Source: an optimization exercise on an open RTL-to-GDS flow (aim: small area and a short achievable clock period). Production flows keep margins and buffers that such runs may drop.
RTL that was checked went through simulation tests only; none was proved equivalent to the original.
Only the layout flow was run in run 5; the RTL was not checked for function there.

==> flow/design.v, too long to show whole: its modules and the start of the top module <==
// module floating_multiplier: 21 lines
// module mant_mul: 1799 lines
// module floating_add_sub: 63 lines
// module vector_dot_dma: 83 lines
module vector_dot_dma(
				clk,
				reset,
				address,
				writedata,
				write,
				read,
				readdata,
                b_data);
  // ...
==> flow/run.sh <==
#!/bin/bash
# synth_recipe.tcl (not shown) runs the flow's synth.tcl, then flattens the netlist and writes it again
# the make line also repeats each setting of config.mk as NAME=value (left out here)
make -C /OpenROAD-flow-scripts/flow DESIGN_CONFIG=/design/flow/config.mk WORK_HOME=/design/flow/orfs CLKGATE_MAP_FILE= SYNTH_SCRIPT=/design/flow/synth_recipe.tcl finish
==> flow/config.mk <==
export PLATFORM = sky130hd
export DESIGN_NAME = vector_dot_dma
export DESIGN_NICKNAME = vector_dot_dma
export VERILOG_FILES = /design/flow/design.v
export SDC_FILE = /design/flow/constraint.sdc
export NUM_CORES = 4
export LEC_CHECK = 0
export ABC_AREA = 1
export CAP_MARGIN = 20
export CORE_MARGIN = 2
export CORE_UTILIZATION = 60
export PLACE_DENSITY = 0.75
export SETUP_SLACK_MARGIN = 5
export SLEW_MARGIN = 20
==> flow/constraint.sdc <==
create_clock -name core_clock -period 11.0 [get_ports {clk}]
set_input_delay 2.2000 -clock core_clock [delete_from_list [all_inputs] [get_ports {clk}]]
set_output_delay 2.2000 -clock core_clock [all_outputs]
set_load 0.01 [all_outputs]
==> qor.txt, run 1 <==
Status = finished clean
Routed len/inst = 23.54 um
Clock Root Buffer = clkbuf_16
Layout clock area frac = 0.02554
DRC = 0
Synth-to-Final Area Change = 25.68%
Hold path startpoint = readdata[29]
Die Area = 0.05792 mm^2
Largest net degree at the start of global routing = 70
Vias in the first global route = 32224
CLK BUF = 38
WL met1 = 46660 um
Initial antenna violation count = 0
Placed instance area = 0.03494 mm^2
Leading cell kind = multi-input combinational cells
1st-iter DRT viols = 5255
Setup Slack @ Placement = 1.945 ns
Post-cts hold buffer count = 0
Startpoint Class = flop
RSZ-0062 raised after global routing = true
Die width = 240.7 um
Syn. warnings = 2
# IOs = 71
Initial Util = 0.6088
Commonest non-fill, non-tap cell in the layout = nand2_1
1st-pass router iterations = 11
Synth top area share = 0.1751
CTS tree = done
Final Util = 0.7652
Final Cycle Share = 0.6926
Routed length on met2 = 51340 um
==> inputs of run 2 (changes only) <==
--- a/flow/config.mk
+++ b/flow/config.mk
@@ -10,5 +10,5 @@
 export CORE_MARGIN = 2
 export CORE_UTILIZATION = 60
 export PLACE_DENSITY = 0.75
-export SETUP_SLACK_MARGIN = 5
+export SETUP_SLACK_MARGIN = 4
 export SLEW_MARGIN = 20
==> run 2 against run 1 <==
  * The layout now fails its checks (capacitance limit, slew limit)
  * Maximum frequency grew 2.9%
  * Non-clock buffer count decreased by 41
  * Wire length shrank 2.1%
  * Critical path type unchanged
  * Register-to-register slack improved by 0.21 ns
  * Highest routed layer is now met5
  * Setup slack gained 0.21 ns
  * Via count decreased by 1.5%
  * Largest cell class unchanged
  * Clock-buffer cell count fell by 6
  * Sequential cell count unchanged
==> qor.txt, run 2 <==
Core area = 0.05520 mm^2 (unchanged)
Initial Util = 0.6088 (unchanged)
Status = finished with violations (was finished clean)
Fin nets = 4973 (was 5039)
Clock Sinks = 297 (unchanged)
Min-Delay Path Class = flop to flop (unchanged)
Clock Root Buffer = clkbuf_16 (unchanged)
Grt ovf = 0 (unchanged)
CTS Buf Count = 31 (unchanged)
Routed length on met2 = 50770 um (was 51340 um)
Max-slew headroom = -0.02102 (was 0.2187)
Synth-to-Final Area Change = 23.12% (was 25.68%)
Kind of critical path = flop to flop (unchanged)
DRC = 0 (unchanged)
# IOs = 71 (unchanged)
Fin. Hold Viols = 0 (unchanged)
Post-Synthesis Cells = 4237 (unchanged)
Cell taking the most area after synthesis = edfxtp_1 (unchanged)
Largest net degree at the start of global routing = 72 (was 70)
Seq/Total Area, Yosys = 0.2353 (unchanged)
Layout Cells excl Fill = 5262 (was 5329)
Top Family by Delay on Critical Path = adder cells (was simple AND/OR/NAND/NOR gates)
Ratio of routed vias to standard cells = 6.476 (was 6.491)
Syn. warnings = 2 (unchanged)
Buf+Inv Stages, Crit Path = 9 (was 11)
RSZ-0062 raised after global routing = true (unchanged)
Largest fanout on the critical path = 13 (was 7)
Max_cap viols = 1 (was 0)
Share of cells above drive strength 1 = 0.2087 (was 0.2341)
Synth top area cells = edfxtp_1, fa_1, xor2_1 (unchanged)
Most frequent cell after synthesis = nand2_1 (unchanged)
GRT Util Overall = 0.4001 (was 0.4141)
Clock-pin slew on the worst setup and hold paths = 0.06 ns (was 0.07 ns)
Routed WL = 122800 um (was 125400 um)
Sequential cell area = 0.007968 mm^2 (was 0.007984 mm^2)
Die width = 240.7 um (unchanged)
Placer's final routability congestion estimate = 1.030 (was 1.020)
Initial antenna violation count = 1 (was 0)
Peak Freq = 135.1 MHz (was 131.3 MHz)
CP max stage cell = fa_1 (was a2111oi_4)
Commonest non-fill, non-tap cell in the layout = nand2_1 (unchanged)
Vias in the first global route = 30825 (was 32224)
Vias post-DR = 34078 (was 34589)
Synth Cell Area = 0.03361 mm^2 (unchanged)
Top sig layer = met5 (was met4)
Synth top area share = 0.1751 (unchanged)
Post-synth EDFFs = 196 (unchanged)
CP Data Arrival Time = 7.92 ns (was 8.10 ns)
Routed len/inst = 23.33 um (was 23.54 um)
Most frequent cells in the layout = nand2_1, inv_1, xor2_1 (unchanged)
Library cells used by synthesis = 66 (unchanged)
H-Tree Depth = 1 (unchanged)
Mapped Avg Cell Area = 7.932 um^2 (unchanged)
Die Area = 0.05792 mm^2 (unchanged)
Crit. End Element = flop (unchanged)
Routed Antenna Nets = 0 (unchanged)
Critical Path RT = 11.52 ns (was 11.48 ns)
Post-synth ARST share = 0 (unchanged)
Largest register FFs = 128 (unchanged)
Startpoint Class = flop (unchanged)
Final Cycle Share = 0.6731 (was 0.6926)
CTS tree = done (unchanged)
Row Count = 86 (unchanged)
DP HPWL = 77990 um (was 77310 um)
Cell count after placement = 4878 (was 4855)
Worst hold slack = 0.4540 ns (was 0.4571 ns)
Reg2Reg Setup Slack = 3.60 ns (was 3.38 ns)
DIE HEIGHT = 240.7 um (unchanged)
Global-route wire length before repair = 178300 um (was 184600 um)
Violated checks = capacitance limit, slew limit
1st-pass router iterations = 14 (was 11)
CP max stage delay = 0.52 ns (was 0.40 ns)
Clock Tree Buf Depth = 3 (unchanged)
PortBufs = 70 (unchanged)
Largest Register = a_buf (unchanged)
Final setup fails = 0 (unchanged)
Top FF cell, synth = edfxtp_1 (unchanged)
Post-synth top cells = nand2_1, inv_1, xor2_1 (unchanged)
Net Count, Synth = 4721 (unchanged)
Fin Clk Skew = 0.02183 ns (was 0.04255 ns)
Slew @ Worst Pin = 1.526 ns (was 1.165 ns)
Worst skew pair latency = 0.62 ns (was 0.63 ns)
Area of the multi-input gates = 0.02451 mm^2 (was 0.02521 mm^2)
Synth Register Bits = 297 (unchanged)
Tmin final = 7.404 ns (was 7.618 ns)
1st-iter DRT viols = 5273 (was 5255)
WL met3 = 19150 um (was 19090 um)
Fillers = 3922 (was 3838)
WL met1 = 46260 um (was 46660 um)
Pins Over Slew Limit = 13 (was 0)
Setup TNS = 0 ns (unchanged)
[run 2: cell counts after synthesis]
Identical to the previous run, type by type.
[run 2: area by class of cell]
cell class | instances | area share
Timing Repair inverter | 18 | 0.003145
Clock buffer | 32 | 0.01884
Sequential cell | 297 | 0.1926
Antenna cell | 1 | 0.00006048
Multi-Input combinational cell | 3108 | 0.5924
Clock inverter | 25 | 0.006713
Timing Repair Buffer | 425 | 0.1035
Inverter | 608 | 0.06021
Tap cell | 748 | 0.02262
[run 2: stage by stage]
step	cell area, um^2	setup slack [ns]	utilization
floorplan	33640	4.012	-
global placement	34730	1.736	0.6291
detailed placement	34730	1.638	0.6291
CTS	39270	3.945	0.7113
global route	41370	3.320	0.7495
finish	41380	3.596	0.7496
[run 2: kinds of logic (layout without fill, tap and decap cells)]
kind of cell,count (synthesis),after routing,synth area share
and+or+nand+nor,1309,1313,0.1666
AOI/OAI and AO/OA,943,943,0.1683
buffers and inverters,838,1108,0.09699
adders and majority gates,445,445,0.2255
xor gates and xnor gates,396,398,0.1044
DFF,297,297,0.2353
muxes,9,9,0.002792
other,0,1,0
[run 2: layer usage]
metal | track usage | up-vias
met4 | 0.1493 | 2
met2 | 0.5705 | 2716
met1 | 0.5596 | 16013
met5 | 0 | -
li1 | - | 14711
met3 | 0.1398 | 636
[run 2: repair_timing]
item	4_1_cts	5_1_grt
setup endpoints to repair	95	95
pin swaps	78	178
hold buffers	0	0
gates resized for setup	361	320
setup buffers	182	99
cloned	37	6
[run 2: worst paths after layout]
check	start	cells after the start	endpoint
setup / recovery	m_bone[2]	39	p[26]
hold / removal	readdata[9]	2	readdata[9]
setup reg to reg	m_bone[2]	39	p[26]
hold reg to reg	readdata[9]	2	readdata[9]
[run 2: tightest hold or removal path, stage by stage, from the launching register on]
cell and delay, ns:
dfxtp_1 0.31, nand2_1 0.05, o21ai_1 0.05
==> module floating_multiplier, before the edit <==
module floating_multiplier(
    input         s,
    input  [22:0] fa,
    input  [11:0] bone,
    input  [11:0] btwo,
    input  [10:0] bneg,
    input  [8:0]  fe0,
    input         z,
    output [31:0] result);
wire [47:0] product;
mant_mul mm({1'b1, fa}, bone, btwo, bneg, product);
wire        p47 = product[47];
wire [22:0] trimmed = p47 ? product[46:24] : product[45:23];
wire [8:0]  fe1 = fe0 + 9'd1;
wire [8:0]  fe = p47 ? fe1 : fe0;
wire        zero1 = (product[47:23] == 25'h0800000) | (product[47:24] == 24'h800000);
wire        special = fe[8] & ~zero1;
wire [7:0]  r_exp = special ? {7'b0, ~fe[7]} : fe[7:0];
wire [22:0] r_man = fe[8] ? 23'b0 : trimmed;
assign result = z ? 32'b0 : {s, r_exp, r_man};
endmodule
==> module floating_add_sub, before the edit <==
module floating_add_sub(
    input  [31:0] dataa,
    input  [31:0] datab,
    output [31:0] result);
wire        sa = dataa[31];
wire        sb = datab[31];
wire [7:0]  ea = dataa[30:23];
wire [7:0]  eb = datab[30:23];
wire [23:0] ma = {1'b1, dataa[22:0]};
wire [23:0] mb = {1'b1, datab[22:0]};
wire        op = sa ^ sb;
wire [8:0]  dab = {1'b0, ea} - {1'b0, eb};
wire [8:0]  dba = {1'b0, eb} - {1'b0, ea};
wire        a_ge = ~dab[8];
wire        e_eq = (ea == eb);
wire        m_ge = (ma >= mb);
wire        a_big = e_eq ? m_ge : a_ge;
wire [7:0]  dabs = a_ge ? dab[7:0] : dba[7:0];
wire [7:0]  E = a_ge ? ea : eb;
wire        d1 = a_ge ? (dab[7:0] == 8'd1) : (dba[7:0] == 8'd1);
wire        near = op & (e_eq | d1);
wire        sign_big = a_big ? sa : sb;
wire [23:0] L = a_big ? ma : mb;
wire [23:0] S0 = a_big ? mb : ma;
wire [23:0] fs = (dabs >= 8'd24) ? 24'd0 : (S0 >> dabs[4:0]);
wire [24:0] fr = op ? ({1'b0, L} - {1'b0, fs}) : ({1'b0, L} + {1'b0, fs});
reg  [7:0]  f_exp;
reg  [22:0] f_man;
always @(*) begin
    if (fr[24]) begin
        if (E == 8'd0) begin
            f_exp = 8'd0;
            f_man = fr[22:0];
        end else begin
            f_exp = E + 8'd1;
            f_man = fr[23:1];
        end
    end else if (fr[23]) begin
        f_exp = E;
        f_man = fr[22:0];
    end else begin
        f_exp = E - 8'd1;
        f_man = {fr[21:0], 1'b0};
    end
end
wire        f_sign = op ? sign_big : sa;
wire [23:0] ns = e_eq ? S0 : {1'b0, S0[23:1]};
wire [23:0] nr = L - ns;
reg  [4:0]  lz;
integer     i;
always @(*) begin
    lz = 5'd0;
    for (i = 0; i < 24; i = i + 1)
        if (nr[i]) lz = 5'd23 - i[4:0];
end
wire [23:0] n_sh = nr << lz;
wire        n_zero = (nr == 24'd0);
wire [7:0]  n_exp = n_zero ? 8'd0 : E - {3'b0, lz};
wire        n_sign = ~n_zero & sign_big;
assign result = (E == 8'hff) ? 32'b0 :
                near ? {n_sign, n_exp, n_sh[22:0]} :
                       {f_sign, f_exp, f_man};
endmodule
==> inputs of run 3 (changes only) <==
--- a/flow/design.v
+++ b/flow/design.v
@@ -10,14 +10,16 @@
 wire [47:0] product;
 mant_mul mm({1'b1, fa}, bone, btwo, bneg, product);
 wire        p47 = product[47];
-wire [22:0] trimmed = p47 ? product[46:24] : product[45:23];
 wire [8:0]  fe1 = fe0 + 9'd1;
-wire [8:0]  fe = p47 ? fe1 : fe0;
-wire        zero1 = (product[47:23] == 25'h0800000) | (product[47:24] == 24'h800000);
-wire        special = fe[8] & ~zero1;
-wire [7:0]  r_exp = special ? {7'b0, ~fe[7]} : fe[7:0];
-wire [22:0] r_man = fe[8] ? 23'b0 : trimmed;
-assign result = z ? 32'b0 : {s, r_exp, r_man};
+wire        zero_0 = (product[45:23] == 23'd0);
+wire        zero_1 = (product[46:24] == 23'd0);
+wire [7:0]  exp_0 = (fe0[8] & ~zero_0) ? {7'b0, ~fe0[7]} : fe0[7:0];
+wire [7:0]  exp_1 = (fe1[8] & ~zero_1) ? {7'b0, ~fe1[7]} : fe1[7:0];
+wire [22:0] man_0 = product[45:23] & {23{~fe0[8]}};
+wire [22:0] man_1 = product[46:24] & {23{~fe1[8]}};
+assign result = z   ? 32'b0 :
+                p47 ? {s, exp_1, man_1} :
+                      {s, exp_0, man_0};
 endmodule
 module mant_mul(input [23:0] x, input [11:0] bone, input [11:0] btwo, input [10:0] bneg, output [47:0] p);
 wire bp1;
@@ -1843,7 +1845,9 @@
 wire [23:0] L = a_big ? ma : mb;
 wire [23:0] S0 = a_big ? mb : ma;
 wire [23:0] fs = (dabs >= 8'd24) ? 24'd0 : (S0 >> dabs[4:0]);
-wire [24:0] fr = op ? ({1'b0, L} - {1'b0, fs}) : ({1'b0, L} + {1'b0, fs});
+wire [23:0] fsx = fs ^ {24{op}};
+wire [25:0] fsum2 = {1'b0, L, 1'b1} + {op, fsx, op};
+wire [24:0] fr = fsum2[25:1];
 reg  [7:0]  f_exp;
 reg  [22:0] f_man;
 always @(*) begin
==> flow/config.mk (replaced) <==
export PLATFORM = sky130hd
export DESIGN_NAME = vector_dot_dma
export DESIGN_NICKNAME = vector_dot_dma
export VERILOG_FILES = /design/flow/design.v
export SDC_FILE = /design/flow/constraint.sdc
export NUM_CORES = 4
export LEC_CHECK = 0
export ABC_AREA = 1
export CAP_MARGIN = 30
export CORE_MARGIN = 2
export CORE_UTILIZATION = 50
export PLACE_DENSITY = 0.65
export SETUP_SLACK_MARGIN = 5
export SLEW_MARGIN = 30
export TNS_END_PERCENT = 0
==> run 3 against run 2 <==
  * Now clean on timing, DRC and antenna
  * Clock-buffer cell count rose by 8
  * Setup slack better by 0.60 ns
  * Sequential cell count stayed put
  * Synthesized area down 1.5%
  * Critical endpoint is now acc[22]
==> qor.txt, run 3 <==
Net Count, Synth = 4609 (was 4721)
DIE HEIGHT = 261.3 um (was 240.7 um)
Clock Tree Buf Depth = 3 (unchanged)
Routed WL = 119100 um (was 122800 um)
# IOs = 71 (unchanged)
Vias post-DR = 31915 (was 34078)
Routed Antenna Nets = 0 (unchanged)
1st-pass router iterations = 9 (was 14)
Reg-to-Reg Start = acc[23] (was m_bone[2])
Startpoint Class = flop (unchanged)
Crit. End Element = flop (unchanged)
Synth-to-Final Area Change = 19.51% (was 23.12%)
CTS tree = done (unchanged)
CTS Buf Count = 31 (unchanged)
Largest fanout on the critical path = 35 (was 13)
Placer's final routability congestion estimate = 1.002 (was 1.030)
CP Data Arrival Time = 7.26 ns (was 7.92 ns)
Max_cap viols = 0 (was 1)
Reg2Reg Setup Slack = 4.20 ns (was 3.60 ns)
Post-route setup slack = 4.199 ns (was 3.596 ns)
CP Depth = 45 (was 39)
Top FF cell, synth = edfxtp_1 (unchanged)
Die Area = 0.06827 mm^2 (was 0.05792 mm^2)
Fin nets = 4824 (was 4973)
Post-synth EDFFs = 196 (unchanged)
CP max stage delay = 0.43 ns (was 0.52 ns)
GRT Util Overall = 0.3429 (was 0.4001)
Row Count = 94 (was 86)
Synth top area share = 0.1778 (was 0.1751)
Min-Delay Path Class = flop to flop (unchanged)
Most frequent CP cell = nand2_1
Cell count after placement = 4871 (was 4878)
Fin Clk Skew = 0.03574 ns (was 0.02183 ns)
Fillers = 5741 (was 3922)
Vias in the first global route = 30020 (was 30825)
Most frequent cells in the layout = nand2_1, inv_1, xor2_1 (unchanged)
Pins Over Slew Limit = 0 (was 13)
1st-iter DRT viols = 4533 (was 5273)
Post-synth top cells = nand2_1, inv_1, xor2_1 (unchanged)
Slew @ Worst Pin = 0.9324 ns (was 1.526 ns)
Setup Slack @ Placement = 1.628 ns (was 1.638 ns)
Core area = 0.06563 mm^2 (was 0.05520 mm^2)
Synth Register Bits = 297 (unchanged)
Initial Util = 0.5043 (was 0.6088)
DP HPWL = 78790 um (was 77990 um)
Setup crit start = acc[23] (was m_bone[2])
Synth top area cells = edfxtp_1, fa_1, xor2_1 (unchanged)
Critical Path RT = 11.46 ns (was 11.52 ns)
Synth Cell Area = 0.03310 mm^2 (was 0.03361 mm^2)
DRC = 0 (unchanged)
Largest register FFs = 128 (unchanged)
Clock Root Buffer = clkbuf_16 (unchanged)
Share of cells above drive strength 1 = 0.1819 (was 0.2087)
Cell taking the most area after synthesis = edfxtp_1 (unchanged)
Mapped Avg Cell Area = 8.020 um^2 (was 7.932 um^2)
Post-cts hold buffer count = 0 (unchanged)
Status = finished clean (was finished with violations)
Die width = 261.3 um (was 240.7 um)
Syn. warnings = 2 (unchanged)
Most frequent cell after synthesis = nand2_1 (unchanged)
Kind of critical path = flop to flop (unchanged)
Global-route wire length before repair = 178900 um (was 178300 um)
Clock-pin slew on the worst setup and hold paths = 0.06 ns (about the same)
Setup TNS = 0 ns (unchanged)
Worst skew pair latency = 0.61 ns (was 0.62 ns)
Worst Reg-to-Reg Cells = 45 (was 39)
Top Family by Delay on Critical Path = simple AND/OR/NAND/NOR gates (was adder cells)
Peak Freq = 147.0 MHz (was 135.1 MHz)
PortBufs = 70 (unchanged)
Final Cycle Share = 0.6182 (was 0.6731)
Layout Cells excl Fill = 5230 (was 5262)
Seq/Total Area, Yosys = 0.2389 (was 0.2353)
Max-slew headroom = 0.3750 (was -0.02102)
H-Tree Depth = 1 (unchanged)
Routed len/inst = 22.77 um (was 23.33 um)
Final setup fails = 0 (unchanged)
Post-Synthesis Cells = 4127 (was 4237)
Post-synth ARST share = 0 (unchanged)
Reg2reg end = acc[22] (was p[26])
CP max stage cell = ha_1 (was fa_1)
Largest Register = a_buf (unchanged)
Largest net degree at the start of global routing = 72 (unchanged)
RSZ-0062 raised after global routing = true (unchanged)
Tmin final = 6.801 ns (was 7.404 ns)
Commonest non-fill, non-tap cell in the layout = nand2_1 (unchanged)
Fin. Hold Viols = 0 (unchanged)
Grt ovf = 0 (unchanged)
Ratio of routed vias to standard cells = 6.102 (was 6.476)
Buf+Inv Stages, Crit Path = 8 (was 9)
Clock Sinks = 297 (unchanged)
Library cells used by synthesis = 61 (was 66)
Crit path capture = acc[22] (was p[26])
Initial antenna violation count = 1 (unchanged)
==> run 3: kinds of logic after synthesis <==
kind of cell    after synthesis  share of synthesized area
compound gates              946                     0.1691
xor+xnor                    394                     0.1043
fa+ha+maj                   443                     0.2280
buf+inv                     826                    0.09735
mux                           7                   0.002117
simple gates               1214                     0.1602
flops                       297                     0.2389
==> run 3: layout make-up <==
class | count | area (um^2) | area share
clock buffer | 40 | 819.5 | 0.02072
multi-input combinational | 3017 | 23650 | 0.5978
antenna | 1 | 2.502 | 0.00006327
sequential | 297 | 7984 | 0.2018
inverter | 598 | 2454 | 0.06203
clock inverter | 16 | 148.9 | 0.003764
tap | 864 | 1081 | 0.02733
timing repair inverter | 25 | 183.9 | 0.004650
timing repair buffer | 372 | 3236 | 0.08180
==> run 3: worst register-to-register path: cells and delay by family (launching register included) <==
family / cells / cell delay (ns)
buffers and inverters: 8 / 1.06
XOR/XNOR: 1 / 0.38
flip-flops: 1 / 0.35
adder cells (fa/ha/maj): 2 / 0.71
AO/OA/AOI/OAI: 5 / 0.98
AND/OR/NAND/NOR: 29 / 3.18
==> run 3: worst min path at each step <==
stage	start	end	slack, ns	depth (start not counted)
global placement	readdata[24]	readdata[24]	0.44	2
finish	readdata[24]	readdata[24]	0.46	2
floorplan	a_valid[2]	a_valid[2]	0.44	2
CTS	readdata[30]	readdata[30]	0.46	2
global route	readdata[30]	readdata[30]	0.47	2
detailed placement	readdata[24]	readdata[24]	0.45	2
==> run 3: layer usage <==
layer  GRT usage  share of wire
met1      0.4855           0.42
met2      0.4813           0.40
met3      0.1154           0.13
met4      0.1302          0.048
met5    0.009722        0.00091
==> run 3: timing repair <==
| item | in CTS | in global routing |
|---|---|---|
| setup buffers | 203 | 58 |
| setup endpoints to repair | 95 | 95 |
| gates resized for setup | 317 | 126 |
| cloned | 39 | 1 |
| pin swaps | 91 | 76 |
==> run 3: per-stage QoR <==
stage	hold slack (ns)	util	area, um^2
final	0.4573	0.6027	39550
after global routing	0.4725	0.6027	39550
after CTS	0.4603	0.5873	38540
after detailed placement	0.4482	0.5248	34440
after global placement	0.4430	0.5237	34370
after floorplan	0.4407	-	33300
==> inputs of run 4 (changes only) <==
--- a/flow/config.mk
+++ b/flow/config.mk
@@ -8,8 +8,8 @@
 export ABC_AREA = 1
 export CAP_MARGIN = 30
 export CORE_MARGIN = 2
-export CORE_UTILIZATION = 50
-export PLACE_DENSITY = 0.65
+export CORE_UTILIZATION = 45
+export PLACE_DENSITY = 0.6
 export SETUP_SLACK_MARGIN = 5
 export SLEW_MARGIN = 30
 export TNS_END_PERCENT = 0
==> run 4 against run 3 <==
  * Still clean on timing, DRC and antenna
  * Critical endpoint is now p[29]
  * Register-to-register slack lost 0.26 ns
==> qor.txt, run 4 <==
Status = finished clean (unchanged)
Reg-to-Reg Start = m_bone[5] (was acc[23])
Vias in the first global route = 29185 (was 30020)
CP Data Arrival Time = 7.56 ns (was 7.26 ns)
Worst skew pair latency = 0.59 ns (was 0.61 ns)
RSZ-0062 raised after global routing = true (unchanged)
Synth top area cells = edfxtp_1, fa_1, xor2_1 (unchanged)
Post-synth ARST share = 0 (unchanged)
Clock Root Buffer = clkbuf_16 (unchanged)
Clock-pin slew on the worst setup and hold paths = 0.06 ns (about the same)
CTS tree = done (unchanged)
Buf+Inv Stages, Crit Path = 6 (was 8)
Row Count = 99 (was 94)
Largest Register = a_buf (unchanged)
Critical Path RT = 11.50 ns (was 11.46 ns)
Layout Cells excl Fill = 5244 (was 5230)
Core area = 0.07283 mm^2 (was 0.06563 mm^2)
Synth Cell Area = 0.03310 mm^2 (unchanged)
Crit. End Element = flop (unchanged)
Fin Clk Skew = 0.01165 ns (was 0.03574 ns)
CP max stage cell = fa_1 (was ha_1)
Final Cycle Share = 0.6419 (was 0.6182)
Tmin final = 7.061 ns (was 6.801 ns)
Share of cells above drive strength 1 = 0.1636 (was 0.1819)
DP HPWL = 81040 um (was 78790 um)
Largest net degree at the start of global routing = 70 (was 72)
Seq/Total Area, Yosys = 0.2389 (unchanged)
Hold EP = readdata[22] (was readdata[24])
Vias post-DR = 31063 (was 31915)
Worst Reg-to-Reg Cells = 31 (was 45)
1st-iter DRT viols = 3747 (was 4533)
Clock Sinks = 297 (unchanged)
Startpoint Class = flop (unchanged)
GRT Util Overall = 0.3033 (was 0.3429)
Global-route wire length before repair = 176700 um (was 178900 um)
Top FF cell, synth = edfxtp_1 (unchanged)
Syn. warnings = 2 (unchanged)
Fillers = 6869 (was 5741)
Max-slew headroom = 0.3796 (was 0.3750)
Final setup fails = 0 (unchanged)
Setup TNS = 0 ns (unchanged)
Post-Synthesis Cells = 4127 (unchanged)
Peak Freq = 141.6 MHz (was 147.0 MHz)
DRC = 0 (unchanged)
Commonest non-fill, non-tap cell in the layout = nand2_1 (unchanged)
Hold path startpoint = readdata[22] (was readdata[24])
Placed instance area = 0.03458 mm^2 (was 0.03444 mm^2)
# IOs = 71 (unchanged)
Hold Path Cell Cnt = 2 (unchanged)
Die width = 275.2 um (was 261.3 um)
Synth-to-Final Area Change = 18.04% (was 19.51%)
Clock Tree Buf Depth = 3 (unchanged)
CTS Buf Count = 30 (was 31)
Reg2Reg Setup Slack = 3.94 ns (was 4.20 ns)
Fin. Hold Viols = 0 (unchanged)
Routed len/inst = 22.24 um (was 22.77 um)
Fin nets = 4744 (was 4824)
Ratio of routed vias to standard cells = 5.924 (was 6.102)
Largest register FFs = 128 (unchanged)
Slew @ Worst Pin = 0.9306 ns (was 0.9324 ns)
Cell taking the most area after synthesis = edfxtp_1 (unchanged)
DIE HEIGHT = 275.2 um (was 261.3 um)
Pins Over Slew Limit = 0 (unchanged)
Routed WL = 116600 um (was 119100 um)
Final instance area = 0.03907 mm^2 (was 0.03955 mm^2)
Net Count, Synth = 4609 (unchanged)
Initial antenna violation count = 1 (unchanged)
Reg2reg end = p[29] (was acc[22])
Worst hold slack = 0.4556 ns (was 0.4573 ns)
Kind of critical path = flop to flop (unchanged)
Most frequent CP cell = fa_2 (was nand2_1)
Most frequent cell after synthesis = nand2_1 (unchanged)
Grt ovf = 0 (unchanged)
Routed Antenna Nets = 0 (unchanged)
1st-pass router iterations = 8 (was 9)
Die Area = 0.07573 mm^2 (was 0.06827 mm^2)
Initial Util = 0.4544 (was 0.5043)
Min-Delay Path Class = flop to flop (unchanged)
Library cells used by synthesis = 61 (unchanged)
H-Tree Depth = 1 (unchanged)
Largest fanout on the critical path = 6 (was 35)
Placer's final routability congestion estimate = 0.9983 (was 1.002)
Max_cap viols = 0 (unchanged)
PortBufs = 70 (unchanged)
Synth Register Bits = 297 (unchanged)
Post-synth top cells = nand2_1, inv_1, xor2_1 (unchanged)
Mapped Avg Cell Area = 8.020 um^2 (unchanged)
Top Family by Delay on Critical Path = adder cells (was simple AND/OR/NAND/NOR gates)
Post-synth EDFFs = 196 (unchanged)
CP max stage delay = 0.59 ns (was 0.43 ns)
Most frequent cells in the layout = nand2_1, inv_1, xor2_1 (unchanged)
Cell count after placement = 4971 (was 4871)
Synth top area share = 0.1778 (unchanged)
==> run 4: cell counts after synthesis <==
Identical to the previous run, type by type.
==> run 4: how the worst max path moves through the flow <==
stage / from / endpoint / slack (ns) / cells after the start
6_report: m_bone[5] / p[29] / 3.94 / 31
5_1_grt: m_bone[5] / p[23] / 3.65 / 32
3_5_place_dp: m_bneg[6] / p[29] / 2.22 / 29
3_3_place_gp: m_bneg[6] / p[28] / 2.32 / 29
2_1_floorplan: acc[29] / acc[30] / 4.69 / 56
4_1_cts: m_bone[5] / p[28] / 4.19 / 30
==> run 4: worst reg2reg max path: cells and delay by family, from the launching register on <==
family | cells | cell delay (ns)
AOI/OAI and AO/OA | 5 | 0.85
xor gates and xnor gates | 2 | 0.33
adders and majority gates | 6 | 2.65
buffers and inverters | 6 | 0.90
DFF | 1 | 0.51
and+or+nand+nor | 12 | 1.74
==> run 4: cells by family after synthesis <==
group,Yosys count,share of synthesized area
AO/OA/AOI/OAI,946,0.1691
buffers and inverters,826,0.09735
multiplexers,7,0.002117
flip-flops,297,0.2389
adder cells (fa/ha/maj),443,0.2280
XOR/XNOR,394,0.1043
AND/OR/NAND/NOR,1214,0.1602
==> run 4: cell type report <==
cell class	instances	area [um^2]	area share
antenna	1	2.502	0.00006406
clock buffer	35	769.5	0.01970
clock inverter	19	197.7	0.005060
inverter	598	2440	0.06245
multi-input combinational	3009	23500	0.6014
sequential	297	7976	0.2042
tap	959	1200	0.03071
timing repair buffer	305	2823	0.07225
timing repair inverter	21	161.4	0.004132
==> run 4: per-stage QoR <==
| step | utilization | setup slack, ns |
|---|---|---|
| floorplan | - | 4.687 |
| global placement | 0.4739 | 2.324 |
| detailed placement | 0.4748 | 2.221 |
| CTS | 0.5214 | 4.188 |
| global route | 0.5364 | 3.650 |
| finish | 0.5364 | 3.939 |
==> run 4: metal layers <==
metal / wire (um) / GRT usage / vias up
met3: 13370 / 0.07061 / 309
met5: 0 / 0 / -
met2: 47800 / 0.4342 / 1781
met1: 51070 / 0.4481 / 14867
li1: - / - / 14106
met4: 4381 / 0.09801 / 0
==> run 4: what timing repair did <==
item                                   in CTS  in global routing
hold buffers                                0                  0
endpoints found under the hold margin       0                  0
setup buffers                             140                 49
pin swaps                                  64                 80
resized for setup                         254                173
gates cloned                               27                  2
setup endpoints to repair                  95                 95
==> inputs of run 5 (changes only) <==
--- a/flow/design.v
+++ b/flow/design.v
@@ -10,16 +10,14 @@
 wire [47:0] product;
 mant_mul mm({1'b1, fa}, bone, btwo, bneg, product);
 wire        p47 = product[47];
+wire [22:0] trimmed = p47 ? product[46:24] : product[45:23];
 wire [8:0]  fe1 = fe0 + 9'd1;
-wire        zero_0 = (product[45:23] == 23'd0);
-wire        zero_1 = (product[46:24] == 23'd0);
-wire [7:0]  exp_0 = (fe0[8] & ~zero_0) ? {7'b0, ~fe0[7]} : fe0[7:0];
-wire [7:0]  exp_1 = (fe1[8] & ~zero_1) ? {7'b0, ~fe1[7]} : fe1[7:0];
-wire [22:0] man_0 = product[45:23] & {23{~fe0[8]}};
-wire [22:0] man_1 = product[46:24] & {23{~fe1[8]}};
-assign result = z   ? 32'b0 :
-                p47 ? {s, exp_1, man_1} :
-                      {s, exp_0, man_0};
+wire [8:0]  fe = p47 ? fe1 : fe0;
+wire        zero1 = (product[47:23] == 25'h0800000) | (product[47:24] == 24'h800000);
+wire        special = fe[8] & ~zero1;
+wire [7:0]  r_exp = special ? {7'b0, ~fe[7]} : fe[7:0];
+wire [22:0] r_man = fe[8] ? 23'b0 : trimmed;
+assign result = z ? 32'b0 : {s, r_exp, r_man};
 endmodule
 module mant_mul(input [23:0] x, input [11:0] bone, input [11:0] btwo, input [10:0] bneg, output [47:0] p);
 wire bp1;
@@ -1839,51 +1837,40 @@
 wire        a_big = e_eq ? m_ge : a_ge;
 wire [7:0]  dabs = a_ge ? dab[7:0] : dba[7:0];
 wire [7:0]  E = a_ge ? ea : eb;
-wire        d1 = a_ge ? (dab[7:0] == 8'd1) : (dba[7:0] == 8'd1);
-wire        near = op & (e_eq | d1);
-wire        sign_big = a_big ? sa : sb;
 wire [23:0] L = a_big ? ma : mb;
 wire [23:0] S0 = a_big ? mb : ma;
-wire [23:0] fs = (dabs >= 8'd24) ? 24'd0 : (S0 >> dabs[4:0]);
-wire [23:0] fsx = fs ^ {24{op}};
-wire [25:0] fsum2 = {1'b0, L, 1'b1} + {op, fsx, op};
-wire [24:0] fr = fsum2[25:1];
-reg  [7:0]  f_exp;
-reg  [22:0] f_man;
+wire [23:0] S = (dabs >= 8'd24) ? 24'd0 : (S0 >> dabs[4:0]);
+wire [24:0] r = op ? ({1'b0, L} - {1'b0, S}) : ({1'b0, L} + {1'b0, S});
+reg  [4:0]  lz;
+integer     i;
+always @(*) begin
+    lz = 5'd0;
+    for (i = 0; i < 24; i = i + 1)
+        if (r[i]) lz = 5'd23 - i[4:0];
+end
+wire [23:0] r_sh = r[23:0] << lz;
+wire        r_zero = (r == 25'd0);
+reg  [7:0]  n_exp;
+reg  [22:0] n_man;
 always @(*) begin
-    if (fr[24]) begin
+    if (r[24]) begin
         if (E == 8'd0) begin
-            f_exp = 8'd0;
-            f_man = fr[22:0];
+            n_exp = 8'd0;
+            n_man = r[22:0];
         end else begin
-            f_exp = E + 8'd1;
-            f_man = fr[23:1];
+            n_exp = E + 8'd1;
+            n_man = r[23:1];
         end
-    end else if (fr[23]) begin
-        f_exp = E;
-        f_man = fr[22:0];
+    end else if (r_zero) begin
+        n_exp = 8'd0;
+        n_man = 23'd0;
     end else begin
-        f_exp = E - 8'd1;
-        f_man = {fr[21:0], 1'b0};
+        n_exp = E - {3'b0, lz};
+        n_man = r_sh[22:0];
     end
 end
-wire        f_sign = op ? sign_big : sa;
-wire [23:0] ns = e_eq ? S0 : {1'b0, S0[23:1]};
-wire [23:0] nr = L - ns;
-reg  [4:0]  lz;
-integer     i;
-always @(*) begin
-    lz = 5'd0;
-    for (i = 0; i < 24; i = i + 1)
-        if (nr[i]) lz = 5'd23 - i[4:0];
-end
-wire [23:0] n_sh = nr << lz;
-wire        n_zero = (nr == 24'd0);
-wire [7:0]  n_exp = n_zero ? 8'd0 : E - {3'b0, lz};
-wire        n_sign = ~n_zero & sign_big;
-assign result = (E == 8'hff) ? 32'b0 :
-                near ? {n_sign, n_exp, n_sh[22:0]} :
-                       {f_sign, f_exp, f_man};
+wire        sign = op ? (~r_zero & (a_big ? sa : sb)) : sa;
+assign result = (E == 8'hff) ? 32'b0 : {sign, n_exp, n_man};
 endmodule
 module vector_dot_dma(
 				clk,
==> flow/config.mk (replaced) <==
export PLATFORM = sky130hd
export DESIGN_NAME = vector_dot_dma
export DESIGN_NICKNAME = vector_dot_dma
export VERILOG_FILES = /design/flow/design.v
export SDC_FILE = /design/flow/constraint.sdc
export NUM_CORES = 4
export LEC_CHECK = 0
export ABC_AREA = 1
export CAP_MARGIN = 20
export CORE_MARGIN = 2
export CORE_UTILIZATION = 60
export PLACE_DENSITY = 0.75
export SETUP_SLACK_MARGIN = 5
export SLEW_MARGIN = 20
==> run 5 against run 4 <==
  * Critical path depth grew 20
  * Hold slack gained 0.0042 ns
  * Largest cell class unchanged
  * Critical path type unchanged
  * Register-to-register slack lost 0.76 ns
  * Die area shrank 26%
  * Critical endpoint is now readdata[30]
  * Wire length grew 4.5%
  * Clock-buffer cell count grew 1
  * Non-clock buffer count grew 138
  * Clock skew grew 0.032 ns
  * Cell area grew 5.1%
==> qor.txt, run 5 <==
Max-slew headroom = 0.2297 (was 0.3796)
Largest net degree at the start of global routing = 70 (unchanged)
Setup TNS = 0 ns (unchanged)
Placer's final routability congestion estimate = 1.054 (was 0.9983)
Synth Register Bits = 297 (unchanged)
Initial Util = 0.6037 (was 0.4544)
Vias post-DR = 33498 (was 31063)
Reg-to-Reg Start = p[20] (was m_bone[5])
Top Family by Delay on Critical Path = simple AND/OR/NAND/NOR gates (was adder cells)
Seq/Total Area, Yosys = 0.2444 (was 0.2389)
1st-pass router iterations = 13 (was 8)
Final setup fails = 0 (unchanged)
Largest fanout on the critical path = 8 (was 6)
Final Cycle Share = 0.7109 (was 0.6419)
Synth top area share = 0.1819 (was 0.1778)
Layout Cells excl Fill = 5044 (was 5244)
Top FF cell, synth = edfxtp_1 (unchanged)
Peak Freq = 127.9 MHz (was 141.6 MHz)
Largest Register = a_buf (unchanged)
Most frequent cell after synthesis = nand2_1 (unchanged)
H-Tree Depth = 1 (unchanged)
Ratio of routed vias to standard cells = 6.641 (was 5.924)
Net Count, Synth = 4505 (was 4609)
Critical Path RT = 11.52 ns (was 11.50 ns)
# IOs = 71 (unchanged)
Syn. warnings = 2 (unchanged)
Cell count after placement = 4620 (was 4971)
Min-Delay Path Class = flop to flop (unchanged)
Fin. Hold Viols = 0 (unchanged)
Slew @ Worst Pin = 1.126 ns (was 0.9306 ns)
Post-Synthesis Cells = 4044 (was 4127)
Synth Cell Area = 0.03236 mm^2 (was 0.03310 mm^2)
Pins Over Slew Limit = 0 (unchanged)
DRC = 0 (unchanged)
PortBufs = 70 (unchanged)
RSZ-0062 raised after global routing = true (unchanged)
Grt ovf = 0 (unchanged)
N_diodes = 0 (was 1)
CP max stage cell = dfxtp_1 (was fa_1)
Hold path startpoint = readdata[20] (was readdata[22])
Tmin final = 7.820 ns (was 7.061 ns)
DIE HEIGHT = 236.2 um (was 275.2 um)
Die Area = 0.05581 mm^2 (was 0.07573 mm^2)
Synth-to-Final Area Change = 26.94% (was 18.04%)
Most frequent CP cell = nand2_1 (was fa_2)
CTS Buf Count = 30 (unchanged)
Max_cap viols = 0 (unchanged)
Post-synth ARST share = 0 (unchanged)
Row Count = 85 (was 99)
CP max stage delay = 0.56 ns (was 0.59 ns)
DP HPWL = 72390 um (was 81040 um)
Crit. End Element = flop (unchanged)
Fin nets = 4790 (was 4744)
Global-route wire length before repair = 174800 um (was 176700 um)
Clock Sinks = 297 (unchanged)
Cell taking the most area after synthesis = edfxtp_1 (unchanged)
Routed Antenna Nets = 0 (unchanged)
Core area = 0.05360 mm^2 (was 0.07283 mm^2)
Largest register FFs = 128 (unchanged)
1st-iter DRT viols = 5892 (was 3747)
Kind of critical path = flop to flop (unchanged)
Library cells used by synthesis = 62 (was 61)
CTS tree = done (unchanged)
CP Data Arrival Time = 8.34 ns (was 7.56 ns)
Routed len/inst = 24.17 um (was 22.24 um)
Fin Clk Skew = 0.04382 ns (was 0.01165 ns)
Clock-pin slew on the worst setup and hold paths = 0.06 ns (about the same)
Worst skew pair latency = 0.63 ns (was 0.59 ns)
Share of cells above drive strength 1 = 0.2514 (was 0.1636)
Die width = 236.2 um (was 275.2 um)
GRT Util Overall = 0.4006 (was 0.3033)
Synth top area cells = edfxtp_1, fa_1, xor2_1 (unchanged)
Clock Tree Buf Depth = 3 (unchanged)
Startpoint Class = flop (unchanged)
Buf+Inv Stages, Crit Path = 7 (was 6)
Post-synth EDFFs = 196 (unchanged)
Initial antenna violation count = 1 (unchanged)
Routed WL = 121900 um (was 116600 um)
Most frequent cells in the layout = nand2_1, inv_1, xor2_1 (unchanged)
Setup crit start = p[20] (was m_bone[5])
Vias in the first global route = 30713 (was 29185)
Clock Root Buffer = clkbuf_16 (unchanged)
Mapped Avg Cell Area = 8.002 um^2 (was 8.020 um^2)
Commonest non-fill, non-tap cell in the layout = nand2_1 (unchanged)
Status = finished clean (unchanged)
Post-synth top cells = nand2_1, inv_1, nand3_1 (was nand2_1, inv_1, xor2_1)
-- run 5: cell types whose count changed after synthesis, moves of 14 or more --
| cell | previous run | this run |
|---|---|---|
| nor2_1 | 166 | 180 |
| nand3_1 | 201 | 351 |
| a21oi_1 | 231 | 205 |
| nand2_1 | 687 | 638 |
| ha_1 | 176 | 155 |
| o21ai_0 | 214 | 161 |
| inv_1 | 561 | 547 |
| xor2_1 | 360 | 336 |
| o21ai_1 | 64 | 43 |
| o32ai_1 | 20 | 0 |
-- run 5: repair_timing --
item | CTS | global route
setup buffers | 222 | 106
setup endpoints to repair | 95 | 95
gates resized for setup | 435 | 378
hold buffers | 0 | 0
pin swaps | 152 | 155
gates cloned | 38 | 7
-- run 5: metrics by stage --
step	instance area [um^2]	hold slack, ns	utilization	setup WS (ns)
2_1_floorplan	32950	0.4407	-	4.127
3_3_place_gp	33650	0.4445	0.6278	2.012
3_5_place_dp	33650	0.4490	0.6278	1.878
4_1_cts	38510	0.4581	0.7185	3.640
5_1_grt	41080	0.4662	0.7663	2.846
6_report	41080	0.4598	0.7663	3.180
-- run 5: final timing paths --
| path | to | slack, ns | depth (start not counted) |
|---|---|---|---|
| setup / recovery | readdata[30] | 3.18 | 51 |
| setup reg to reg | readdata[30] | 3.18 | 51 |
| hold reg to reg | readdata[20] | 0.46 | 2 |
| hold / removal | readdata[20] | 0.46 | 2 |
-- run 5: area by class of cell --
cell class / count / area [um^2]
timing repair buffer: 443 / 4060
timing repair inverter: 24 / 182.7
inverter: 586 / 2501
multi-input combinational: 2947 / 24600
clock buffer: 36 / 773.2
fill: 3514 / 12520
sequential: 297 / 7950
clock inverter: 15 / 140.1
tap: 696 / 870.8
-- run 5: cells by family after synthesis --
group | count (synthesis) | share of synthesized area
DFF | 297 | 0.2444
xor gates and xnor gates | 373 | 0.1010
AOI/OAI and AO/OA | 830 | 0.1524
adders and majority gates | 422 | 0.2251
and+or+nand+nor | 1303 | 0.1780
buffers and inverters | 819 | 0.09922
-- run 5: routing by layer --
metal  global-route usage  vias to the layer above  routed length (um)
met5                    0                        -                  41
met4               0.1623                        4                7945
met3               0.1297                      817               18640
met2               0.5761                     2844               50080
met1               0.5584                    15669               45200
li1                     -                    14164                   -
-- run 5: worst min-delay path, cell delays in order (launching register included) --
cell     delay, ns
dfxtp_1       0.31
nand2_1       0.05
o21ai_1       0.05
==> inputs of run 6 (changes only) <==
--- a/flow/design.v
+++ b/flow/design.v
@@ -10,14 +10,16 @@
 wire [47:0] product;
 mant_mul mm({1'b1, fa}, bone, btwo, bneg, product);
 wire        p47 = product[47];
-wire [22:0] trimmed = p47 ? product[46:24] : product[45:23];
 wire [8:0]  fe1 = fe0 + 9'd1;
-wire [8:0]  fe = p47 ? fe1 : fe0;
-wire        zero1 = (product[47:23] == 25'h0800000) | (product[47:24] == 24'h800000);
-wire        special = fe[8] & ~zero1;
-wire [7:0]  r_exp = special ? {7'b0, ~fe[7]} : fe[7:0];
-wire [22:0] r_man = fe[8] ? 23'b0 : trimmed;
-assign result = z ? 32'b0 : {s, r_exp, r_man};
+wire        zero_0 = (product[45:23] == 23'd0);
+wire        zero_1 = (product[46:24] == 23'd0);
+wire [7:0]  exp_0 = (fe0[8] & ~zero_0) ? {7'b0, ~fe0[7]} : fe0[7:0];
+wire [7:0]  exp_1 = (fe1[8] & ~zero_1) ? {7'b0, ~fe1[7]} : fe1[7:0];
+wire [22:0] man_0 = product[45:23] & {23{~fe0[8]}};
+wire [22:0] man_1 = product[46:24] & {23{~fe1[8]}};
+assign result = z   ? 32'b0 :
+                p47 ? {s, exp_1, man_1} :
+                      {s, exp_0, man_0};
 endmodule
 module mant_mul(input [23:0] x, input [11:0] bone, input [11:0] btwo, input [10:0] bneg, output [47:0] p);
 wire bp1;
@@ -1837,40 +1839,51 @@
 wire        a_big = e_eq ? m_ge : a_ge;
 wire [7:0]  dabs = a_ge ? dab[7:0] : dba[7:0];
 wire [7:0]  E = a_ge ? ea : eb;
+wire        d1 = a_ge ? (dab[7:0] == 8'd1) : (dba[7:0] == 8'd1);
+wire        near = op & (e_eq | d1);
+wire        sign_big = a_big ? sa : sb;
 wire [23:0] L = a_big ? ma : mb;
 wire [23:0] S0 = a_big ? mb : ma;
-wire [23:0] S = (dabs >= 8'd24) ? 24'd0 : (S0 >> dabs[4:0]);
-wire [24:0] r = op ? ({1'b0, L} - {1'b0, S}) : ({1'b0, L} + {1'b0, S});
-reg  [4:0]  lz;
-integer     i;
-always @(*) begin
-    lz = 5'd0;
-    for (i = 0; i < 24; i = i + 1)
-        if (r[i]) lz = 5'd23 - i[4:0];
-end
-wire [23:0] r_sh = r[23:0] << lz;
-wire        r_zero = (r == 25'd0);
-reg  [7:0]  n_exp;
-reg  [22:0] n_man;
+wire [23:0] fs = (dabs >= 8'd24) ? 24'd0 : (S0 >> dabs[4:0]);
+wire [23:0] fsx = fs ^ {24{op}};
+wire [25:0] fsum2 = {1'b0, L, 1'b1} + {op, fsx, op};
+wire [24:0] fr = fsum2[25:1];
+reg  [7:0]  f_exp;
+reg  [22:0] f_man;
 always @(*) begin
-    if (r[24]) begin
+    if (fr[24]) begin
         if (E == 8'd0) begin
-            n_exp = 8'd0;
-            n_man = r[22:0];
+            f_exp = 8'd0;
+            f_man = fr[22:0];
         end else begin
-            n_exp = E + 8'd1;
-            n_man = r[23:1];
+            f_exp = E + 8'd1;
+            f_man = fr[23:1];
         end
-    end else if (r_zero) begin
-        n_exp = 8'd0;
-        n_man = 23'd0;
+    end else if (fr[23]) begin
+        f_exp = E;
+        f_man = fr[22:0];
     end else begin
-        n_exp = E - {3'b0, lz};
-        n_man = r_sh[22:0];
+        f_exp = E - 8'd1;
+        f_man = {fr[21:0], 1'b0};
     end
 end
-wire        sign = op ? (~r_zero & (a_big ? sa : sb)) : sa;
-assign result = (E == 8'hff) ? 32'b0 : {sign, n_exp, n_man};
+wire        f_sign = op ? sign_big : sa;
+wire [23:0] ns = e_eq ? S0 : {1'b0, S0[23:1]};
+wire [23:0] nr = L - ns;
+reg  [4:0]  lz;
+integer     i;
+always @(*) begin
+    lz = 5'd0;
+    for (i = 0; i < 24; i = i + 1)
+        if (nr[i]) lz = 5'd23 - i[4:0];
+end
+wire [23:0] n_sh = nr << lz;
+wire        n_zero = (nr == 24'd0);
+wire [7:0]  n_exp = n_zero ? 8'd0 : E - {3'b0, lz};
+wire        n_sign = ~n_zero & sign_big;
+assign result = (E == 8'hff) ? 32'b0 :
+                near ? {n_sign, n_exp, n_sh[22:0]} :
+                       {f_sign, f_exp, f_man};
 endmodule
 module vector_dot_dma(
 				clk,
==> flow/flow/run.sh (new file) <==
#!/bin/bash
# Own layout flow:
#  1. the standard synthesis, unchanged (standard.sh synth);
#  2. its combinational logic re-mapped by ABC (ORFS's area script) as whole
#     register-to-register paths: the standard netlist's full/half adder
#     cells are turned back into logic first, so that ABC sees each path
#     whole (flow/remap.ys.in, flow/remap.abc); the registers keep their
#     instances, names and cell types;
#  3. the standard layout steps on that netlist (standard.sh finish).
# Each tool's output goes to a log file of its own in this folder.
set -euo pipefail
W=$(pwd)
R=$W/orfs/results/$FLOW_PLATFORM/vector_dot_dma/base
LIB=$FLOW_HOME/platforms/$FLOW_PLATFORM/lib/sky130_fd_sc_hd__tt_025C_1v80.lib
YOSYS=$FLOW_HOME/../tools/install/yosys/bin/yosys
[[ -x $YOSYS ]] || YOSYS=$(command -v yosys)

bash standard.sh synth > $W/log_1_standard_synth.log 2>&1

cp $R/1_2_yosys.v $W/standard_synth.v
sed -e "s|@LIB@|$LIB|g" -e "s|@IN@|$W/standard_synth.v|" -e "s|@TOP@|$FLOW_TOP|g" \
    -e "s|@ABC@|$W/flow/remap.abc|" -e "s|@CONSTR@|$W/flow/abc.constr|" \
    -e "s|@OUT@|$W/remapped.v|" $W/flow/remap.ys.in > $W/remap.ys
$YOSYS -s $W/remap.ys > $W/log_2_remap_yosys.log 2>&1
cp $W/remapped.v $R/1_2_yosys.v
rm -f $R/1_synth.odb $R/1_synth.sdc

bash standard.sh finish > $W/log_3_standard_layout.log 2>&1
==> flow/flow/abc.constr (new file) <==
set_driving_cell sky130_fd_sc_hd__buf_1
set_load 5
==> flow/flow/remap.abc (new file) <==
strash
dch
map -B 0.9
topo
stime -c
buffer -c
upsize -c
dnsize -c
stime -p
==> flow/flow/remap.ys.in (new file) <==
# Re-map the combinational logic of the standard synthesis netlist with ABC,
# seeing whole register-to-register paths (the standard netlist's full/half
# adder cells are turned back into logic). Registers are kept as they are:
# same instances, names and cell types.
read_liberty -ignore_miss_func @LIB@
read_verilog @IN@
hierarchy -top @TOP@
setattr -mod -set keep_hierarchy 1 sky130_fd_sc_hd__df* sky130_fd_sc_hd__edf* sky130_fd_sc_hd__sdf* sky130_fd_sc_hd__dl* sky130_fd_sc_hd__conb_1
flatten
blackbox sky130_fd_sc_hd__df* sky130_fd_sc_hd__edf* sky130_fd_sc_hd__sdf* sky130_fd_sc_hd__dl* sky130_fd_sc_hd__conb_1
select -module @TOP@
techmap
opt -fast
abc -script @ABC@ -liberty @LIB@ -dont_use sky130_fd_sc_hd__lpflow_bleeder_1 -dont_use sky130_fd_sc_hd__lpflow_clkbufkapwr_1 -dont_use sky130_fd_sc_hd__lpflow_clkbufkapwr_16 -dont_use sky130_fd_sc_hd__lpflow_clkbufkapwr_2 -dont_use sky130_fd_sc_hd__lpflow_clkbufkapwr_4 -dont_use sky130_fd_sc_hd__lpflow_clkbufkapwr_8 -dont_use sky130_fd_sc_hd__lpflow_clkinvkapwr_1 -dont_use sky130_fd_sc_hd__lpflow_clkinvkapwr_16 -dont_use sky130_fd_sc_hd__lpflow_clkinvkapwr_2 -dont_use sky130_fd_sc_hd__lpflow_clkinvkapwr_4 -dont_use sky130_fd_sc_hd__lpflow_clkinvkapwr_8 -dont_use sky130_fd_sc_hd__lpflow_decapkapwr_12 -dont_use sky130_fd_sc_hd__lpflow_decapkapwr_3 -dont_use sky130_fd_sc_hd__lpflow_decapkapwr_4 -dont_use sky130_fd_sc_hd__lpflow_decapkapwr_6 -dont_use sky130_fd_sc_hd__lpflow_decapkapwr_8 -dont_use sky130_fd_sc_hd__lpflow_inputiso0n_1 -dont_use sky130_fd_sc_hd__lpflow_inputiso0p_1 -dont_use sky130_fd_sc_hd__lpflow_inputiso1n_1 -dont_use sky130_fd_sc_hd__lpflow_inputiso1p_1 -dont_use sky130_fd_sc_hd__lpflow_inputisolatch_1 -dont_use sky130_fd_sc_hd__lpflow_isobufsrc_1 -dont_use sky130_fd_sc_hd__lpflow_isobufsrc_16 -dont_use sky130_fd_sc_hd__lpflow_isobufsrc_2 -dont_use sky130_fd_sc_hd__lpflow_isobufsrc_4 -dont_use sky130_fd_sc_hd__lpflow_isobufsrc_8 -dont_use sky130_fd_sc_hd__lpflow_isobufsrckapwr_16 -dont_use sky130_fd_sc_hd__lpflow_lsbuf_lh_hl_isowell_tap_1 -dont_use sky130_fd_sc_hd__lpflow_lsbuf_lh_hl_isowell_tap_2 -dont_use sky130_fd_sc_hd__lpflow_lsbuf_lh_hl_isowell_tap_4 -dont_use sky130_fd_sc_hd__lpflow_lsbuf_lh_isowell_4 -dont_use sky130_fd_sc_hd__lpflow_lsbuf_lh_isowell_tap_1 -dont_use sky130_fd_sc_hd__lpflow_lsbuf_lh_isowell_tap_2 -dont_use sky130_fd_sc_hd__lpflow_lsbuf_lh_isowell_tap_4 -dont_use sky130_fd_sc_hd__probe_p_8 -dont_use sky130_fd_sc_hd__probec_p_8 -constr @CONSTR@
select -clear
opt_clean -purge
rename -hide w:*.*
opt_clean -purge
hilomap -singleton -hicell sky130_fd_sc_hd__conb_1 HI -locell sky130_fd_sc_hd__conb_1 LO
splitnets
opt_clean -purge
insbuf -buf sky130_fd_sc_hd__buf_4 A X
stat -liberty @LIB@
check
write_verilog -noattr -noexpr -nohex -nodec @OUT@
==> flow/standard.sh (new file) <==
#!/bin/bash
# synth_recipe.tcl (not shown) runs the flow's synth.tcl, then flattens the netlist and writes it again
# the make line also repeats each setting of config.mk as NAME=value (left out here)
make -C /OpenROAD-flow-scripts/flow DESIGN_CONFIG=/design/flow/config.mk WORK_HOME=/design/flow/orfs CLKGATE_MAP_FILE= SYNTH_SCRIPT=/design/flow/synth_recipe.tcl "${@:-finish}"
--- a/flow/config.mk
+++ b/flow/config.mk
@@ -6,9 +6,10 @@
 export NUM_CORES = 4
 export LEC_CHECK = 0
 export ABC_AREA = 1
-export CAP_MARGIN = 20
+export CAP_MARGIN = 30
 export CORE_MARGIN = 2
-export CORE_UTILIZATION = 60
-export PLACE_DENSITY = 0.75
+export CORE_UTILIZATION = 50
+export PLACE_DENSITY = 0.65
 export SETUP_SLACK_MARGIN = 5
-export SLEW_MARGIN = 20
+export SLEW_MARGIN = 30
+export TNS_END_PERCENT = 0
removed: flow/run.sh
==> run 6 against run 5 <==
  * Sequential cell count did not move
  * Non-clock buffer count fell by 186
  * Wire length rose by 13%
  * Die area rose by 38%
  * Clock-buffer cell count rose by 7
  * Hold slack got worse by 0.0075 ns
  * Maximum frequency rose by 35%
  * Setup slack improved by 2.0 ns
==> qor.txt, run 6 <==
Die width = 277.8 um (was 236.2 um)
Most frequent cells in the layout = nand2_1, inv_1, xor2_1 (unchanged)
Reg2Reg Setup Slack = 5.20 ns (was 3.18 ns)
Synth Cell Area = 0.03748 mm^2 (was 0.03236 mm^2)
Kind of critical path = flop to flop (unchanged)
Status = finished clean (unchanged)
Pins Over Slew Limit = 0 (unchanged)
Fin. Hold Viols = 0 (unchanged)
Routed WL = 138000 um (was 121900 um)
Clock-pin slew on the worst setup and hold paths = 0.06 ns (about the same)
CTS tree = done (unchanged)
Syn. warnings = 2 (unchanged)
Clock Root Buffer = clkbuf_16 (unchanged)
Fin Clk Skew = 0.03925 ns (was 0.04382 ns)
PortBufs = 70 (unchanged)
Fin nets = 6461 (was 4790)
Slew @ Worst Pin = 1.022 ns (was 1.126 ns)
Mapped Avg Cell Area = 5.914 um^2 (was 8.002 um^2)
Reg-to-Reg Start = acc[25] (was p[20])
Synth-to-Final Area Change = 14.69% (was 26.94%)
Largest net degree at the start of global routing = 72 (was 70)
Row Count = 100 (was 85)
Worst skew pair latency = 0.55 ns (was 0.63 ns)
Tmin final = 5.795 ns (was 7.820 ns)
Net Count, Synth = 6376 (was 4505)
Top Family by Delay on Critical Path = simple AND/OR/NAND/NOR gates (unchanged)
Initial antenna violation count = 3 (was 1)
Sequential cell area = 0.007949 mm^2 (was 0.007950 mm^2)
CTS Buf Count = 34 (was 30)
Vias in the first global route = 36979 (was 30713)
1st-pass router iterations = 7 (was 13)
Post-cts hold buffer count = 0 (unchanged)
Core area = 0.07432 mm^2 (was 0.05360 mm^2)
Commonest non-fill, non-tap cell in the layout = nand2_1 (unchanged)
Worst Reg-to-Reg Cells = 36 (was 51)
Max_cap viols = 0 (unchanged)
Share of cells above drive strength 1 = 0.1125 (was 0.2514)
Vias post-DR = 42132 (was 33498)
Min-Delay Path Class = flop to flop (unchanged)
Critical Path RT = 11.44 ns (was 11.52 ns)
CP max stage delay = 0.36 ns (was 0.56 ns)
Clock Sinks = 297 (unchanged)
Hold path startpoint = readdata[30] (was readdata[20])
Buf+Inv Stages, Crit Path = 6 (was 7)
Grt ovf = 0 (unchanged)
Final Cycle Share = 0.5268 (was 0.7109)
H-Tree Depth = 2 (was 1)
Initial Util = 0.5043 (was 0.6037)
Final setup fails = 0 (unchanged)
Clock Tree Buf Depth = 3 (unchanged)
DIE HEIGHT = 277.8 um (was 236.2 um)
Hold Path Cell Cnt = 2 (unchanged)
Area of the multi-input gates = 0.02702 mm^2 (was 0.02460 mm^2)
Ratio of routed vias to standard cells = 5.682 (was 6.641)
Peak Freq = 172.6 MHz (was 127.9 MHz)
DRC = 0 (unchanged)
Placer's final routability congestion estimate = 1.033 (was 1.054)
Routed Antenna Nets = 0 (unchanged)
Final Util = 0.5783 (was 0.7663)
Die Area = 0.07716 mm^2 (was 0.05581 mm^2)
# IOs = 71 (unchanged)
Post-Synthesis Cells = 6337 (was 4044)
Fillers = 7416 (was 3514)
RSZ-0062 raised after global routing = true (unchanged)
1st-iter DRT viols = 4868 (was 5892)
Global-route wire length before repair = 207400 um (was 174800 um)
Largest Register = a_buf (unchanged)
Crit. End Element = flop (unchanged)
N_diodes = 0 (unchanged)
Routed len/inst = 18.61 um (was 24.17 um)
Setup TNS = 0 ns (unchanged)
GRT Util Overall = 0.3399 (was 0.4006)
CP max stage cell = dfxtp_2 (was dfxtp_1)
DP HPWL = 101500 um (was 72390 um)
CP Data Arrival Time = 6.23 ns (was 8.34 ns)
Largest register FFs = 128 (unchanged)
Largest fanout on the critical path = 6 (was 8)
Most frequent CP cell = nand2_1 (unchanged)
Max-slew headroom = 0.3122 (was 0.2297)
Startpoint Class = flop (unchanged)
Reg2reg end = acc[22] (was readdata[30])
Hold EP = readdata[30] (was readdata[20])
## run 6: worst min-delay path, delay by kind of cell (launching register included)
kind,cells,cell delay (ns)
DFF,1,0.30
and+or+nand+nor,2,0.11
## run 6: final cells by class
type,count,area share
well taps,969,0.02821
repair inverters,3,0.0004658
clock buffers,43,0.02131
inverters,792,0.07347
multi-input cells,5037,0.6286
clock inverters,17,0.004890
repair buffers,257,0.05816
flip-flops and latches,297,0.1849
## run 6: metal layers
| metal | up-vias | routed length [um] | global-route usage |
|---|---|---|---|
| met5 | - | 13 | 0 |
| met4 | 2 | 4149 | 0.09494 |
| met3 | 339 | 16320 | 0.08161 |
| met2 | 2109 | 57070 | 0.5096 |
| met1 | 19032 | 60420 | 0.4834 |
| li1 | 20650 | - | - |
## run 6: what timing repair did
| action | 4_1_cts | 5_1_grt |
|---|---|---|
| pin swaps | 7 | 56 |
| gates resized for setup | 71 | 412 |
| buffers inserted | 28 | 85 |
| hold endpoints to repair | 0 | 0 |
| endpoints found under the setup margin | 95 | 95 |
| gates cloned | 7 | 11 |
## run 6: worst max path at each step
stage	depth (start not counted)	from	slack [ns]	end
6_report	36	acc[25]	5.20	acc[22]
5_1_grt	38	acc[25]	4.93	acc[12]
4_1_cts	41	p[26]	4.98	acc[12]
3_5_place_dp	41	p[23]	3.68	acc[12]
3_3_place_gp	41	p[23]	3.74	acc[12]
2_1_floorplan	4	write	5.92	a_buf[0][0]
## run 6: through the flow
stage	setup slack (ns)	cells	cell area, um^2	hold WS (ns)
CTS	4.977	7319	40550	0.4567
global route	4.931	7415	42980	0.4741
detailed placement	3.683	7224	38850	0.4446
floorplan	5.918	6337	37480	0.4403
global placement	3.742	7223	38820	0.4412
finish	5.205	7415	42980	0.4523

==> afterwards: timing with drivers on the ports <==
The results above use ideal ports. As a check the final layouts listed here were re-extracted and re-timed, cells and wires unchanged. Step 1: set_driving_cell puts a clkbuf_16 on clk and a buf_2 on each other input, an assumption about the parent block. Step 2 also shifts input and output timing later by t, the mid clock arrival at the registers, as if the neighbouring blocks saw the same clock. Slacks: ideal ports / drivers / drivers and shift; pairs: ideal ports / drivers.
| run | shift t [ns] | setup slack, ns | hold WS [ns] | slew at the worst register clock pin (ns) | worst slew at a driven data input, ns |
|---|---|---|---|---|---|
| run 1 | 0.664 | 3.382 / 3.382 / 3.382 | 0.457 / 0.457 / 0.457 | 0.07 / 0.07 | 0.05 |
| run 2 | 0.665 | 3.596 / 3.596 / 3.596 | 0.454 / 0.454 / 0.454 | 0.08 / 0.08 | 0.04 |
| run 3 | 0.651 | 4.199 / 4.199 / 4.199 | 0.457 / 0.457 / 0.457 | 0.07 / 0.07 | 0.06 |
| run 4 | 0.641 | 3.939 / 3.939 / 3.939 | 0.456 / 0.456 / 0.456 | 0.07 / 0.07 | 0.07 |
| run 5 | 0.668 | 3.180 / 3.180 / 3.180 | 0.460 / 0.460 / 0.460 | 0.08 / 0.08 | 0.04 |
| run 6 | 0.605 | 5.205 / 5.205 / 5.205 | 0.452 / 0.452 / 0.452 | 0.06 / 0.06 | 0.05 |
